This is an optimization exercise on Yosys and OpenROAD, whose aim is small area, a short achievable clock period and few clock cycles per item, not a production implementation. RTL that was checked went through simulation tests only; none was proved equivalent to the original. No activity file was given, so power comes from the tool's default toggle rates.

==> 12-14: inputs <==
==> flow/design.v <==
`timescale 1ns / 1ps
module huffmandecode(
clk,
huffrst,
code,
hufftable,
symaddr,
symdata,
huffdata,
hufflength,
hufffinish
    );
input clk,huffrst;
input[15:0] code;
input[8*16-1:0] hufftable;
output [7:0] symaddr;       
input[7:0] symdata;         
output [7:0] huffdata;
output [7:0] hufflength;
output reg hufffinish;
reg [7:0] sa;
assign symaddr  = sa;
assign huffdata = sa;
reg [7:0] g;         
reg [7:0] ca;        
reg [1:0] w;         
reg [4:0] k;         
reg       h;         
reg       one;       
reg       hs;        
reg       fix;       
assign hufflength = {3'b000, k};
wire [7:0] c1   = hufftable[7:0];
wire [7:0] c2   = hufftable[15:8];
wire       b1   = code[15];
wire       b2   = code[14];
wire       hit1 = (c1[7:1] != 7'd0) | (c1[0] & ~b1);
wire       g1   = b1 & ~c1[0];                            
wire       big  = (c1[7:1] != 7'd0) | (c2[7:2] != 6'd0);
wire [1:0] a2   = c1[0] ? {b2, ~b2} : {b1, b2};           
function [5:0] first_entry(input [5:0] x);
    reg [2:0] c, b, gg, s, a;
    reg       h1, h2;
    begin
        c = {1'b0, x[4:3]};           
        b = x[2:0];                   
        h1 = x[5] & ~b[2];            
        gg = {2'b00, b[2] & ~x[5]};    
        gg = {gg[1:0], b[1]};           
        h2 = c > gg;
        gg = gg - c;                    
        s = {2'b00, x[5]} + c;        
        a = s + {gg[1:0], b[0]};       
        if (h1)      first_entry = {3'd0, b[2], 2'd0};
        else if (h2) first_entry = {2'd0, x[5] ? {b[1], ~b[1]} : b[2:1], 2'd0};
        else         first_entry = {1'b0, a, gg[1:0]};
    end
endfunction
function [64*6-1:0] first_table(input dummy);
    integer i;
    begin
        for (i = 0; i < 64; i = i + 1) first_table[6*i +: 6] = first_entry(i[5:0]);
    end
endfunction
localparam [64*6-1:0] FIRST = first_table(1'b0);
wire [5:0] first = FIRST[6*{c1[0], c2[1:0], code[15:13]} +: 6];
wire [3:0] a0   = first[5:2];
wire [1:0] g2   = first[1:0];
wire       short = fix | hs;                        
wire [9:0] gn   = {1'b0, g, w[1]} - {2'b00, ca};    
wire       hit  = gn[9];                            
wire       dead = ~gn[9] & gn[8];                   
wire       nf   = ~short & ~h & ~hit & (dead | k == 5'd15);   
wire [14:0]  selk = 15'd1 << k[3:0];
wire [12:0]  sel  = selk[14:2];
wire [103:0] cpad = hufftable[127:24];
wire [11:0]  bpad = {code[0], code[1], code[2], code[3], code[4], code[5],
                     code[6], code[7], code[8], code[9], code[10], code[11]};
wire [7:0]   grp [0:4];
wire [4:0]   grpb;
genvar gi;
generate
    for (gi = 0; gi < 4; gi = gi + 1) begin : fg
        assign grp[gi] = (cpad[8*(3*gi)   +: 8] & {8{sel[3*gi]}})
                       | (cpad[8*(3*gi+1) +: 8] & {8{sel[3*gi+1]}})
                       | (cpad[8*(3*gi+2) +: 8] & {8{sel[3*gi+2]}});
        assign grpb[gi] = (bpad[3*gi] & sel[3*gi]) | (bpad[3*gi+1] & sel[3*gi+1])
                        | (bpad[3*gi+2] & sel[3*gi+2]);
    end
endgenerate
assign grp[4]  = cpad[8*12 +: 8] & {8{sel[12]}};
assign grpb[4] = 1'b0;
wire [7:0] fetch_c = grp[0] | grp[1] | grp[2] | grp[3] | grp[4];    
wire       fetch_b = |grpb;                                           
always @(posedge clk) begin
    one   <= hit1;
    hs    <= (c1[0] & ~b1) | (c2[1:0] > {g1, b2});
    fix   <= big;
    if (~huffrst) begin
        g  <= {6'd0, g2};
        sa <= {4'd0, a0};
        ca <= hufftable[23:16];
        w  <= code[13:12];
    end else begin
        g  <= gn[7:0];
        sa <= ~hufffinish & h ? symdata : ~hufffinish & nf ? 8'hff
            : ~hufffinish & fix & (k == 5'd2) ? {6'd0, one ? {1'b0, b1} : a2}
            : sa + (gn[7:0] & {8{~hufffinish}}) + {7'd0, w[0] & ~hufffinish};
        ca <= fetch_c;
        w  <= {w[0], fetch_b};
    end
end
always @(posedge clk or negedge huffrst) begin
    if (~huffrst) begin
        hufffinish <= 1'b0;
        h <= 1'b0;
        k <= 5'd2;
    end else begin
        if (h | nf)
            hufffinish <= 1'b1;
        h <= short ? ~fix | (k == 5'd3) : hit;
        if (~hufffinish)
            k <= h ? (short ? {3'd0, ~one, one} : k) : nf ? 5'd0 : k + 5'd1;
    end
end
endmodule
==> flow/flow/run.sh <==
#!/bin/bash
# The standard layout (standard.sh) with three changes: synthesis maps with
# ABC on flow/abc.script (flow/synth.tcl), the ports get plain buf_1 buffers,
# and repair_timing aims below the clock period (setup margin).
set -euo pipefail
W=$(pwd)
export BUFFER_PORTS_ARGS="-buffer_cell sky130_fd_sc_hd__buf_1"
export SETUP_SLACK_MARGIN=7.9
export FLOW_ABC_SCRIPT=$W/flow/abc.script
sed "s#SYNTH_SCRIPT=[^ ]*#SYNTH_SCRIPT=$W/flow/synth.tcl#" standard.sh > synth_step.sh
# synthesis also leaves out the full and half adder cells (the platform list
# plus fa/ha): ABC builds the adders from plain gates, which is smaller here.
bash synth_step.sh "DONT_USE_CELLS=sky130_fd_sc_hd__probe_p_8 sky130_fd_sc_hd__probec_p_8 sky130_fd_sc_hd__lpflow_bleeder_1 sky130_fd_sc_hd__lpflow_clkbufkapwr_1 sky130_fd_sc_hd__lpflow_clkbufkapwr_16 sky130_fd_sc_hd__lpflow_clkbufkapwr_2 sky130_fd_sc_hd__lpflow_clkbufkapwr_4 sky130_fd_sc_hd__lpflow_clkbufkapwr_8 sky130_fd_sc_hd__lpflow_clkinvkapwr_1 sky130_fd_sc_hd__lpflow_clkinvkapwr_16 sky130_fd_sc_hd__lpflow_clkinvkapwr_2 sky130_fd_sc_hd__lpflow_clkinvkapwr_4 sky130_fd_sc_hd__lpflow_clkinvkapwr_8 sky130_fd_sc_hd__lpflow_decapkapwr_12 sky130_fd_sc_hd__lpflow_decapkapwr_3 sky130_fd_sc_hd__lpflow_decapkapwr_4 sky130_fd_sc_hd__lpflow_decapkapwr_6 sky130_fd_sc_hd__lpflow_decapkapwr_8 sky130_fd_sc_hd__lpflow_inputiso0n_1 sky130_fd_sc_hd__lpflow_inputiso0p_1 sky130_fd_sc_hd__lpflow_inputiso1n_1 sky130_fd_sc_hd__lpflow_inputiso1p_1 sky130_fd_sc_hd__lpflow_inputisolatch_1 sky130_fd_sc_hd__lpflow_isobufsrc_1 sky130_fd_sc_hd__lpflow_isobufsrc_16 sky130_fd_sc_hd__lpflow_isobufsrc_2 sky130_fd_sc_hd__lpflow_isobufsrc_4 sky130_fd_sc_hd__lpflow_isobufsrc_8 sky130_fd_sc_hd__lpflow_isobufsrckapwr_16 sky130_fd_sc_hd__lpflow_lsbuf_lh_hl_isowell_tap_1 sky130_fd_sc_hd__lpflow_lsbuf_lh_hl_isowell_tap_2 sky130_fd_sc_hd__lpflow_lsbuf_lh_hl_isowell_tap_4 sky130_fd_sc_hd__lpflow_lsbuf_lh_isowell_4 sky130_fd_sc_hd__lpflow_lsbuf_lh_isowell_tap_1 sky130_fd_sc_hd__lpflow_lsbuf_lh_isowell_tap_2 sky130_fd_sc_hd__lpflow_lsbuf_lh_isowell_tap_4 sky130_fd_sc_hd__fill_1 sky130_fd_sc_hd__fill_2 sky130_fd_sc_hd__fill_4 sky130_fd_sc_hd__fill_8 sky130_fd_sc_hd__fa_1 sky130_fd_sc_hd__fa_2 sky130_fd_sc_hd__fa_4 sky130_fd_sc_hd__ha_1 sky130_fd_sc_hd__ha_2 sky130_fd_sc_hd__ha_4" synth > synth.log 2>&1
bash standard.sh > standard.log 2>&1
==> flow/flow/abc.script <==
strash
dch -f
amap
strash
dch -f
amap
topo
stime -c
buffer -c
upsize -c
dnsize -c
==> flow/flow/synth.tcl <==
# The standard flow's synthesis script (synth_recipe.tcl), with ABC run on flow/abc.script
# (area-oriented mapping) instead of ORFS's speed or area script.
proc synth {args} { yosys synth -nofsm -noshare {*}$args }
proc abc {args} {
  set i [lsearch -exact $args -script]
  if {$i >= 0} { lset args [expr {$i + 1}] $::env(FLOW_ABC_SCRIPT) }
  yosys abc {*}$args
}
source $::env(SCRIPTS_DIR)/synth.tcl
# left out here: clear keep_hierarchy, flatten, clean up, hide names made inside functions, write 1_2_yosys.v
==> flow/standard.sh <==
#!/bin/bash
# synth_recipe.tcl (not shown) runs the flow's synth.tcl, then flattens the netlist and writes it again
# the make line also repeats each setting of config.mk as NAME=value (left out here)
make -C /OpenROAD-flow-scripts/flow DESIGN_CONFIG=/design/flow/config.mk WORK_HOME=/design/flow/orfs CLKGATE_MAP_FILE= SYNTH_SCRIPT=/design/flow/synth_recipe.tcl "${@:-finish}"
==> flow/config.mk <==
export PLATFORM = sky130hd
export DESIGN_NAME = huffmandecode
export DESIGN_NICKNAME = huffmandecode
export VERILOG_FILES = /design/flow/design.v
export SDC_FILE = /design/flow/constraint.sdc
export NUM_CORES = 8
export LEC_CHECK = 0
export CAP_MARGIN = 20
export CORE_MARGIN = 2
export CORE_UTILIZATION = 40
export SLEW_MARGIN = 20
export TNS_END_PERCENT = 5
==> flow/constraint.sdc <==
create_clock -name core_clock -period 11.0 [get_ports {clk}]
set_input_delay 2.2000 -clock core_clock [delete_from_list [all_inputs] [get_ports {clk}]]
set_output_delay 2.2000 -clock core_clock [all_outputs]
set_load 0.01 [all_outputs]
==> 05-10: changes against 12-14 <==
--- a/flow/design.v
+++ b/flow/design.v
@@ -105,5 +105,5 @@
         g  <= gn[7:0];
-        sa <= ~hufffinish & h ? symdata : ~hufffinish & nf ? 8'hff
-            : ~hufffinish & fix & (k == 5'd2) ? {6'd0, one ? {1'b0, b1} : a2}
-            : sa + (gn[7:0] & {8{~hufffinish}}) + {7'd0, w[0] & ~hufffinish};
+        if (~hufffinish)
+            sa <= h ? symdata : nf ? 8'hff : fix & (k == 5'd2) ? {6'd0, one ? {1'b0, b1} : a2}
+                                           : sa + gn[7:0] + {7'd0, w[0]};
         ca <= fetch_c;
==> flow/flow/abc.script (replaced) <==
strash
dch -f
amap
strash
dch -f
amap
topo
stime -c
- TNS_END_PERCENT: 5 -> 20
==> 08-19: changes against 12-14 <==
==> flow/design.v (replaced) <==
`timescale 1ns / 1ps
module huffmandecode(
clk,
huffrst,
code,
hufftable,
symaddr,
symdata,
huffdata,
hufflength,
hufffinish
    );
input clk,huffrst;
input[15:0] code;
input[8*16-1:0] hufftable;
output reg[7:0] symaddr;    
input[7:0] symdata;         
output reg[7:0] huffdata;
output [7:0] hufflength;
output reg hufffinish;
reg [7:0] g;         
reg [7:0] ca;        
reg [1:0] w;         
reg [3:0] n;         
reg       h;         
reg       one;       
reg       hs;        
reg       fix;       
reg [4:0] hl;        
assign hufflength = {3'b000, hl};
wire [7:0] c1   = hufftable[7:0];
wire [7:0] c2   = hufftable[15:8];
wire       b1   = code[15];
wire       b2   = code[14];
wire       hit1 = (c1[7:1] != 7'd0) | (c1[0] & ~b1);
wire       g1   = b1 & ~c1[0];                            
wire       big  = (c1[7:1] != 7'd0) | (c2[7:2] != 6'd0);
wire [1:0] a2   = c1[0] ? {b2, ~b2} : {b1, b2};           
function [5:0] first_entry(input [5:0] x);
    reg [2:0] c, b, g, s, a;
    reg       h1, h2;
    begin
        c = {1'b0, x[4:3]};           
        b = x[2:0];                   
        h1 = x[5] & ~b[2];            
        g = {2'b00, b[2] & ~x[5]};    
        g = {g[1:0], b[1]};           
        h2 = c > g;
        g = g - c;                    
        s = {2'b00, x[5]} + c;        
        a = s + {g[1:0], b[0]};       
        if (h1)      first_entry = {3'd0, b[2], 2'd0};
        else if (h2) first_entry = {2'd0, x[5] ? {b[1], ~b[1]} : b[2:1], 2'd0};
        else         first_entry = {1'b0, a, g[1:0]};
    end
endfunction
function [64*6-1:0] first_table(input dummy);
    integer i;
    begin
        for (i = 0; i < 64; i = i + 1) first_table[6*i +: 6] = first_entry(i[5:0]);
    end
endfunction
localparam [64*6-1:0] FIRST = first_table(1'b0);
wire [5:0] first = FIRST[6*{c1[0], c2[1:0], code[15:13]} +: 6];
wire [3:0] a0   = first[5:2];
wire [1:0] g2   = first[1:0];
wire       short = fix | hs;                        
wire [9:0] gn   = {1'b0, g, w[1]} - {2'b00, ca};    
wire       hit  = gn[9];                            
wire       dead = ~gn[9] & gn[8];                   
wire       nf   = ~short & ~h & ~hit & (dead | n == 4'd13);   
wire [14:0] sel = {~huffrst, {14{huffrst}} & (14'd1 << n)};
wire [7:0] grp [0:4];                               
wire [4:0] grpb;
genvar gi;
generate for (gi = 0; gi < 5; gi = gi + 1) begin : fg
    assign grp[gi] = (hufftable[8*(3*gi+3) +: 8] & {8{sel[3*gi]}})
                   | (hufftable[8*(3*gi+4) +: 8] & {8{sel[3*gi+1]}})
                   | (gi < 4 ? hufftable[8*(3*gi+5) +: 8] & {8{sel[3*gi+2]}}
                             : hufftable[8*2 +: 8] & {8{sel[14]}});
    assign grpb[gi] = (code[11-3*gi] & sel[3*gi])
                    | (gi < 4 ? code[10-3*gi] & sel[3*gi+1] : 1'b0)
                    | (gi < 4 ? code[9-3*gi] & sel[3*gi+2] : code[12] & sel[14]);
end endgenerate
wire [7:0] fetch_c = grp[0] | grp[1] | grp[2] | grp[3] | grp[4];    
wire       fetch_b = |grpb;                                           
always @(posedge clk) begin
    one   <= hit1;
    hs    <= (c1[0] & ~b1) | (c2[1:0] > {g1, b2});
    fix   <= big;
    ca   <= fetch_c;
    w[0] <= fetch_b;
    if (~huffrst) begin
        g  <= {6'd0, g2};
        symaddr <= {4'd0, a0};
        w[1] <= code[13];
    end else begin
        g  <= gn[7:0];
        symaddr <= fix & (n == 4'd0) ? {6'd0, one ? {1'b0, b1} : a2} : symaddr + gn[7:0] + {7'd0, w[0]};
        w[1] <= w[0];
    end
    if (~hufffinish) begin
        huffdata <= h ? symdata : 8'hff;
        hl <= ~h ? 5'd0 : one ? 5'd1 : short ? 5'd2 : {1'b0, n} + 5'd2;
    end
end
always @(posedge clk or negedge huffrst) begin
    if (~huffrst) begin
        hufffinish <= 1'b0;
        h <= 1'b0;
        n <= 4'd0;
    end else begin
        if (h | nf)
            hufffinish <= 1'b1;
        h <= short ? ~fix | (n == 4'd1) : hit;
        n <= n + 4'd1;
    end
end
endmodule
==> flow/flow/run.sh (replaced) <==
#!/bin/bash
# The standard layout (standard.sh) with three changes: synthesis maps with
# ABC on flow/abc.script (flow/synth.tcl), the ports get plain buf_1 buffers,
# and repair_timing aims below the clock period (setup margin).
set -euo pipefail
W=$(pwd)
export BUFFER_PORTS_ARGS="-buffer_cell sky130_fd_sc_hd__buf_1"
export SETUP_SLACK_MARGIN=7.7
export FLOW_ABC_SCRIPT=$W/flow/abc.script
sed "s#SYNTH_SCRIPT=[^ ]*#SYNTH_SCRIPT=$W/flow/synth.tcl#" standard.sh > synth_step.sh
bash synth_step.sh synth > synth.log 2>&1
bash standard.sh > standard.log 2>&1
==> summary.txt <==
Status
  • Outcome: complete, no violations

Finish
  • Most frequent cells in the layout: 171 x buf_1, 43 x nor2_1, 35 x nand2_1
  • Layout non-clock buf frac: 21.86%
  • Layout cell share with drive strength beyond 1: 13.97%

Synth
  • Sequential share of the synthesized area: 27.66%
  • Top-area cell type share of the netlist area: 21.22%

Die
  • Die Y-Extent: 86.71 um

Pwr
  • Internal: 228.1 uW

Clock tree
  • Post-CTS Setup Bufs: 5
  • Clk sinks: 36

Worst setup path
  • Critical path endpoint: hufflength[1]
  • R2R depth: 20

GRT
  • Met1 usage: 38.30%

Drt
  • Via count: 3707
Source of the figures above: 12-14

==> summary.txt <==
Finish
  • Most frequent cells in the layout: 168 x buf_1, 41 x nor2_1, 37 x nand2_1
  • Layout non-clock buf frac: 21.05%
  • Layout cell share with drive strength beyond 1: 11.97%

Clock tree
  • Clk sinks: 36
  • Post-CTS Setup Bufs: 3

Worst setup path
  • R2R depth: 17
  • Critical path endpoint: ca[3]

Pwr
  • Switch share: 33.93%
  • Internal: 259.1 uW

Synth
  • Sequential share of the synthesized area: 30.65%
  • Top-area cell type share of the netlist area: 19.25%

Die
  • Die Y-Extent: 84.62 um

Status
  • Outcome: complete, no violations

GRT
  • Met1 usage: 36.36%
Source of the figures above: 05-10

==> summary.txt <==
Finish
  • Most frequent cells in the layout: 172 x buf_1, 36 x nor2_1, 34 x inv_1
  • Layout non-clock buf frac: 19.27%
  • Layout cell share with drive strength beyond 1: 10.71%

Worst setup path
  • R2R depth: 17
  • Critical path endpoint: ca[4]

Drt
  • Via count: 3698

Status
  • Outcome: complete, no violations

GRT
  • Met1 usage: 28.18%

Clock tree
  • Clk sinks: 48
  • Post-CTS Setup Bufs: 0

Synth
  • Sequential share of the synthesized area: 34.53%

Die
  • Die Y-Extent: 94.10 um
Source of the figures above: 08-19

Testbench counts of 12-14, summed over its fixed seeds: cycles 9,412, items 2,048.
Testbench counts of 05-10, summed over its fixed seeds: cycles 9,412, items 2,048.
For 08-19, only the layout was checked, not whether the RTL still works.

==> separate check: timing with driven ports <==
No port has a modelled driver above. Below, the same layouts with a new extraction and two added sets of constraints.
Step 1 (the two cells are an assumption about what drives the block):
set clk [get_ports {clk}]
set_driving_cell -lib_cell sky130_fd_sc_hd__clkbuf_16 $clk
set_driving_cell -lib_cell sky130_fd_sc_hd__buf_2 [delete_from_list [all_inputs] $clk]
Step 2 adds t to the input delays and takes it off the output delays; t is the mean of the earliest and latest rising clock arrival at the registers after step 1. Input paths then give back, and output paths get back, about the clock's delay inside the block.
Three values: ideal ports, drivers, drivers and shift; two values: the first two.
| run | t (ns) | setup slack, ns | clock arrival spread, ns | pins driven straight from the clock port |
|---|---|---|---|---|
| 12-14 | 0.312 | 7.828 / 7.800 / 7.521 | 0.005 / 0.005 | 1 |
| 05-10 | 0.309 | 7.829 / 7.810 / 7.527 | 0.012 / 0.012 | 1 |
| 08-19 | 0.330 | 7.694 / 7.681 / 7.351 | 0.009 / 0.010 | 1 |
After both steps every run listed still meets setup and hold. The setup slack of 08-19, which loses most, moves by -0.013 ns with the drivers and by -0.343 ns with both steps.
